What follows belongs to an exercise in optimizing a design on an open flow for small area; a production flow would make more cautious choices. Function was checked by simulation only, so behaviour that the tests miss may differ from the original. Power figures rest on the tool's default switching activity, not on a simulated workload.

Setup of rev 12:
==> flow/design.v <==
`timescale 1ns / 1ps
module display_controller(
	input clk,
	input rst,
	input pix_en,
	output hSync, vSync,
	output bright,
	output reg [9:0] hCount,
	output reg [3:0] band,
	output reg [5:0] line,
	output band_step,    
	output [3:0] band_nx,  
	output reg lp  
	);
	wire line_end = pix_en & (hCount == 10'd799);
	wire f_last = (band == 4'd10) && (line == 6'd24);
	assign band_step = line_end & (line == 6'd49);
	wire f_step = line_end & f_last;
	assign band_nx = f_step ? 4'd0 : band + {3'd0, band_step};
	always @(posedge clk, posedge rst)
		if (rst) begin
			hCount <= 0;
			band <= 4'd10;
			line <= 6'd10;
			lp <= 1'b0;
		end else begin
			lp <= lp ^ line_end;
			hCount <= line_end ? 10'd0 : hCount + {9'd0, pix_en};
			line <= (band_step | f_step) ? 6'd0 : line + {5'd0, line_end};
			band <= band_nx;
		end
	assign hSync = (hCount >= 10'd96);
	assign vSync = ~((band == 4'd10) && (line[5:1] == 5'd5));
	wire v_vis = (band == 4'd0) ? (line >= 6'd20) : (band == 4'd10) ? (line == 6'd0) : 1'b1;
	assign bright = (hCount >= 10'd145) && (hCount <= 10'd784) && v_vis;
endmodule
`timescale 1ns / 1ps
module block_controller(
	input clk,
	input rst,
	input move_en,  
	input [2:0] phase,  
	input BTNC,
	input [9:0] hCount,
	input [3:0] band,
	input band_step,
	output red
	);
	localparam [2:0]
		START  = 3'd0,
		STACK  = 3'd1,
		DEB_A  = 3'd2,  
		DEB_B  = 3'd3,  
		UPDATE = 3'd4,
		CHECK  = 3'd5;
	function automatic ge10(input [9:0] a, input [9:0] b);
		integer k;
		reg g, e;
		begin
			g = 1'b0; e = 1'b1;
			for (k = 9; k >= 0; k = k - 1) begin
				g = g | (e & a[k] & ~b[k]);
				e = e & ~(a[k] ^ b[k]);
			end
			ge10 = g | e;
		end
	endfunction
	function automatic [9:0] step10(input [9:0] x, input dec);
		integer k;
		reg c;
		begin
			c = 1'b1;
			for (k = 0; k < 10; k = k + 1) begin
				step10[k] = x[k] ^ c;
				c = c & (x[k] ^ dec);
			end
		end
	endfunction
	reg [2:0] state;
	reg left;
	reg [3:0] lvl;
	reg [9:0] xposL, xposR, xprevL, xprevR, curL, curR;
	reg [9:0] ring [0:7];
	reg pend;
	wire [9:0] difference = xposR - xposL;
	wire first = (lvl == 4'd9);
	wire trimL = ~ge10(xprevL, xposL);  
	wire miss = ge10(xposL, xprevR) || ge10(xprevL, xposR);
	wire done = (difference < 10) || (lvl == 4'd0);
	always @(posedge clk, posedge rst)
		if (rst)
			state <= START;
		else if (move_en)
			case (state)
				START:  if (BTNC) state <= DEB_A;
				STACK:  if (BTNC) state <= first ? DEB_A : DEB_B;
				DEB_A:  if (!BTNC) state <= STACK;
				DEB_B:  if (!BTNC) state <= UPDATE;
				UPDATE: state <= miss ? START : CHECK;
				CHECK:  state <= done ? START : STACK;
				default: state <= START;
			endcase
	always @(posedge clk)
		if (move_en)
			case (state)
				START: begin
					xposL <= 144;
					xposR <= 244;
					left <= 1'b1;
					lvl <= 4'd9;
				end
				STACK:
					if (BTNC) begin
						if (first) begin
							xprevL <= xposL;
							xprevR <= xposR;
							xposL <= 144;
							xposR <= 244;
							lvl <= 4'd8;
							left <= 1'b1;
						end
					end else begin
						if (left ? (xposR >= 783) : (xposL <= 144))
							left <= ~left;
						xposL <= step10(xposL, ~left);
						xposR <= step10(xposR, ~left);
					end
				UPDATE:
					if (miss)
						;
					else if (trimL)
						xposR <= xprevR;
					else
						xposL <= xprevL;
				CHECK:
					if (!done) begin
						xprevL <= xposL;
						xprevR <= xposR;
						xposL <= 144;
						xposR <= 144 + difference;
						left <= 1'b1;
						lvl <= lvl - 1'b1;
					end
				default: ;
			endcase
	wire [3:0] top = lvl + 1'b1;
	wire we = (state == CHECK) && (lvl != 4'd0) && (phase == top[2:0]);
	integer i;
	always @(posedge clk) begin
		for (i = 0; i < 7; i = i + 1)
			ring[i] <= ring[i + 1];
		ring[7] <= we ? (trimL ? xprevL : xprevR) : ring[0];
	end
	wire in_mov = (band == lvl);
	wire in_low = (band > top) && (band <= 4'd9);  
	wire in_any = (band >= lvl) && (band <= 4'd9);
	wire [9:0] baseL = in_low ? curL : xprevL;
	wire [9:0] baseR = in_low ? curR : xprevR;
	wire [9:0] selL = in_mov ? xposL : baseL;
	wire [9:0] selR = in_mov ? xposR : baseR;
	assign red = in_any && ge10(hCount, selL) && ge10(selR, hCount);
	always @(posedge clk)
		if (band_step)
			pend <= (band >= top) && (band <= 4'd8);
		else if (phase == band[2:0])
			pend <= 1'b0;
	wire apply = pend && (phase == band[2:0]);
	wire [9:0] ov = ring[0];
	wire os = ~ge10(ov, curR);  
	always @(posedge clk) begin
		curL <= (apply && os) ? ov : baseL;
		curR <= (apply && !os) ? ov : baseR;
	end
endmodule
`timescale 1ns / 1ps
module vga_top(
	input ClkPort,
	input BtnC,
	input BtnU,
	output hSync, vSync,
	output [3:0] vgaR, vgaG, vgaB,
	output MemOE, MemWR, RamCS, QuadSpiFlashCS
	);
	wire Reset = BtnU;
	wire bright, red;
	wire [9:0] hc;
	wire [3:0] band, band_nx;
	wire [5:0] line;
	wire band_step;
	reg [1:0] div;
	always @(posedge ClkPort, posedge Reset)
		if (Reset)
			div <= 0;
		else
			div <= div + 1'b1;
	wire pix_en = (div == 2'b11);
	wire lp;
	wire move_en = pix_en && (hc[4:0] == 5'b11111) && (hc[5] == lp);
	display_controller dc(.clk(ClkPort), .rst(Reset), .pix_en(pix_en),
		.hSync(hSync), .vSync(vSync), .bright(bright), .hCount(hc),
		.band(band), .line(line), .band_step(band_step), .band_nx(band_nx), .lp(lp));
	block_controller sc(.clk(ClkPort), .rst(Reset), .move_en(move_en), .phase({hc[0], div}),
		.BTNC(BtnC), .hCount(hc), .band(band), .band_step(band_step), .red(red));
	assign vgaR = {4{bright & red}};
	assign vgaG = {4{bright & ~red}};
	assign vgaB = {4{bright & ~red}};
	assign {MemOE, MemWR, RamCS, QuadSpiFlashCS} = 4'b1111;
endmodule
Settings: LEC_CHECK=0, CAP_MARGIN=20, CORE_MARGIN=2, CORE_UTILIZATION=40, PLACE_DENSITY=0.6, SLEW_MARGIN=20; clock period 10.0 ns.
run.sh (not shown) runs the stock make flow with config.mk's settings and CLKGATE_MAP_FILE= SYNTH_SCRIPT=/design/flow/synth_recipe.tcl, a recipe that flattens the netlist after the stock synthesis.
Rev 12 went all the way through synthesis, placement and routing and the layout is clean on timing, DRC and antenna.
What rev 13 does differently from rev 12 at the input level:
--- a/flow/design.v
+++ b/flow/design.v
@@ -9,8 +9,7 @@
 	output reg [3:0] band,
 	output reg [5:0] line,
 	output band_step,    
-	output [3:0] band_nx,  
-	output reg lp  
+	output [3:0] band_nx  
 	);
 	wire line_end = pix_en & (hCount == 10'd799);
 	wire f_last = (band == 4'd10) && (line == 6'd24);
@@ -22,9 +21,7 @@
 			hCount <= 0;
 			band <= 4'd10;
 			line <= 6'd10;
-			lp <= 1'b0;
 		end else begin
-			lp <= lp ^ line_end;
 			hCount <= line_end ? 10'd0 : hCount + {9'd0, pix_en};
 			line <= (band_step | f_step) ? 6'd0 : line + {5'd0, line_end};
 			band <= band_nx;
@@ -65,22 +62,11 @@
 			ge10 = g | e;
 		end
 	endfunction
-	function automatic [9:0] step10(input [9:0] x, input dec);
-		integer k;
-		reg c;
-		begin
-			c = 1'b1;
-			for (k = 0; k < 10; k = k + 1) begin
-				step10[k] = x[k] ^ c;
-				c = c & (x[k] ^ dec);
-			end
-		end
-	endfunction
 	reg [2:0] state;
 	reg left;
 	reg [3:0] lvl;
 	reg [9:0] xposL, xposR, xprevL, xprevR, curL, curR;
-	reg [9:0] ring [0:7];
+	reg [10:0] ring [0:7];
 	reg pend;
 	wire [9:0] difference = xposR - xposL;
 	wire first = (lvl == 4'd9);
@@ -119,11 +105,16 @@
 							lvl <= 4'd8;
 							left <= 1'b1;
 						end
+					end else if (left) begin
+						if (xposR >= 783)
+							left <= 1'b0;
+						xposL <= xposL + 1'b1;
+						xposR <= xposR + 1'b1;
 					end else begin
-						if (left ? (xposR >= 783) : (xposL <= 144))
-							left <= ~left;
-						xposL <= step10(xposL, ~left);
-						xposR <= step10(xposR, ~left);
+						if (xposL <= 144)
+							left <= 1'b1;
+						xposL <= xposL - 1'b1;
+						xposR <= xposR - 1'b1;
 					end
 				UPDATE:
 					if (miss)
@@ -149,7 +140,7 @@
 	always @(posedge clk) begin
 		for (i = 0; i < 7; i = i + 1)
 			ring[i] <= ring[i + 1];
-		ring[7] <= we ? (trimL ? xprevL : xprevR) : ring[0];
+		ring[7] <= we ? {trimL, trimL ? xprevL : xprevR} : ring[0];
 	end
 	wire in_mov = (band == lvl);
 	wire in_low = (band > top) && (band <= 4'd9);  
@@ -165,8 +156,8 @@
 		else if (phase == band[2:0])
 			pend <= 1'b0;
 	wire apply = pend && (phase == band[2:0]);
-	wire [9:0] ov = ring[0];
-	wire os = ~ge10(ov, curR);  
+	wire os = ring[0][10];
+	wire [9:0] ov = ring[0][9:0];
 	always @(posedge clk) begin
 		curL <= (apply && os) ? ov : baseL;
 		curR <= (apply && !os) ? ov : baseR;
@@ -187,19 +178,18 @@
 	wire [3:0] band, band_nx;
 	wire [5:0] line;
 	wire band_step;
-	reg [1:0] div;
+	reg [7:0] div;
 	always @(posedge ClkPort, posedge Reset)
 		if (Reset)
 			div <= 0;
 		else
 			div <= div + 1'b1;
-	wire pix_en = (div == 2'b11);
-	wire lp;
-	wire move_en = pix_en && (hc[4:0] == 5'b11111) && (hc[5] == lp);
+	wire pix_en = (div[1:0] == 2'b11);
+	wire move_en = (div == 8'h7F);
 	display_controller dc(.clk(ClkPort), .rst(Reset), .pix_en(pix_en),
 		.hSync(hSync), .vSync(vSync), .bright(bright), .hCount(hc),
-		.band(band), .line(line), .band_step(band_step), .band_nx(band_nx), .lp(lp));
-	block_controller sc(.clk(ClkPort), .rst(Reset), .move_en(move_en), .phase({hc[0], div}),
+		.band(band), .line(line), .band_step(band_step), .band_nx(band_nx));
+	block_controller sc(.clk(ClkPort), .rst(Reset), .move_en(move_en), .phase(div[2:0]),
 		.BTNC(BtnC), .hCount(hc), .band(band), .band_step(band_step), .red(red));
 	assign vgaR = {4{bright & red}};
 	assign vgaG = {4{bright & ~red}};
==> run summary <==
| met3 routing resource usage after global routing | lower: rev 13 |
Going from rev 12 to rev 13, number of standard cells after synthesis grew by 5.4%, flip-flop and latch count grew by 13, post-layout total power grew by 0.072 mW, placed cell count grew by about 5.6%.
Compared rev 13 vs rev 12, and non-clock inverter instance count of the final layout is down in rev 13.
The combinational share of power on rev 13 is in line with that on rev 12.

re-timing with driven ports:
No port has a modelled driver above. Below, the same layouts with a new extraction and two added sets of constraints. Step 1 (the two cells are an assumption about what drives the block):
set clk [get_ports {ClkPort}]
set_driving_cell -lib_cell sky130_fd_sc_hd__clkbuf_16 $clk
set_driving_cell -lib_cell sky130_fd_sc_hd__buf_2 [delete_from_list [all_inputs] $clk]
Step 2, shift: input delay + t, output delay - t, t = (earliest + latest rising clock arrival at the registers) / 2. This alone moves slack from input paths to output paths. Slacks: ideal / step 1 / step 2; pairs: ideal / step 1.
| run | shift t [ns] | setup slack, ns | clock arrival spread, ns |
|---|---|---|---|
| rev 12 | 0.479 | 2.905 / 2.858 / 3.337 | 0.022 / 0.022 |
| rev 13 | 0.470 | 2.565 / 2.523 / 2.993 | 0.009 / 0.009 |
After both steps every run listed still meets setup and hold.
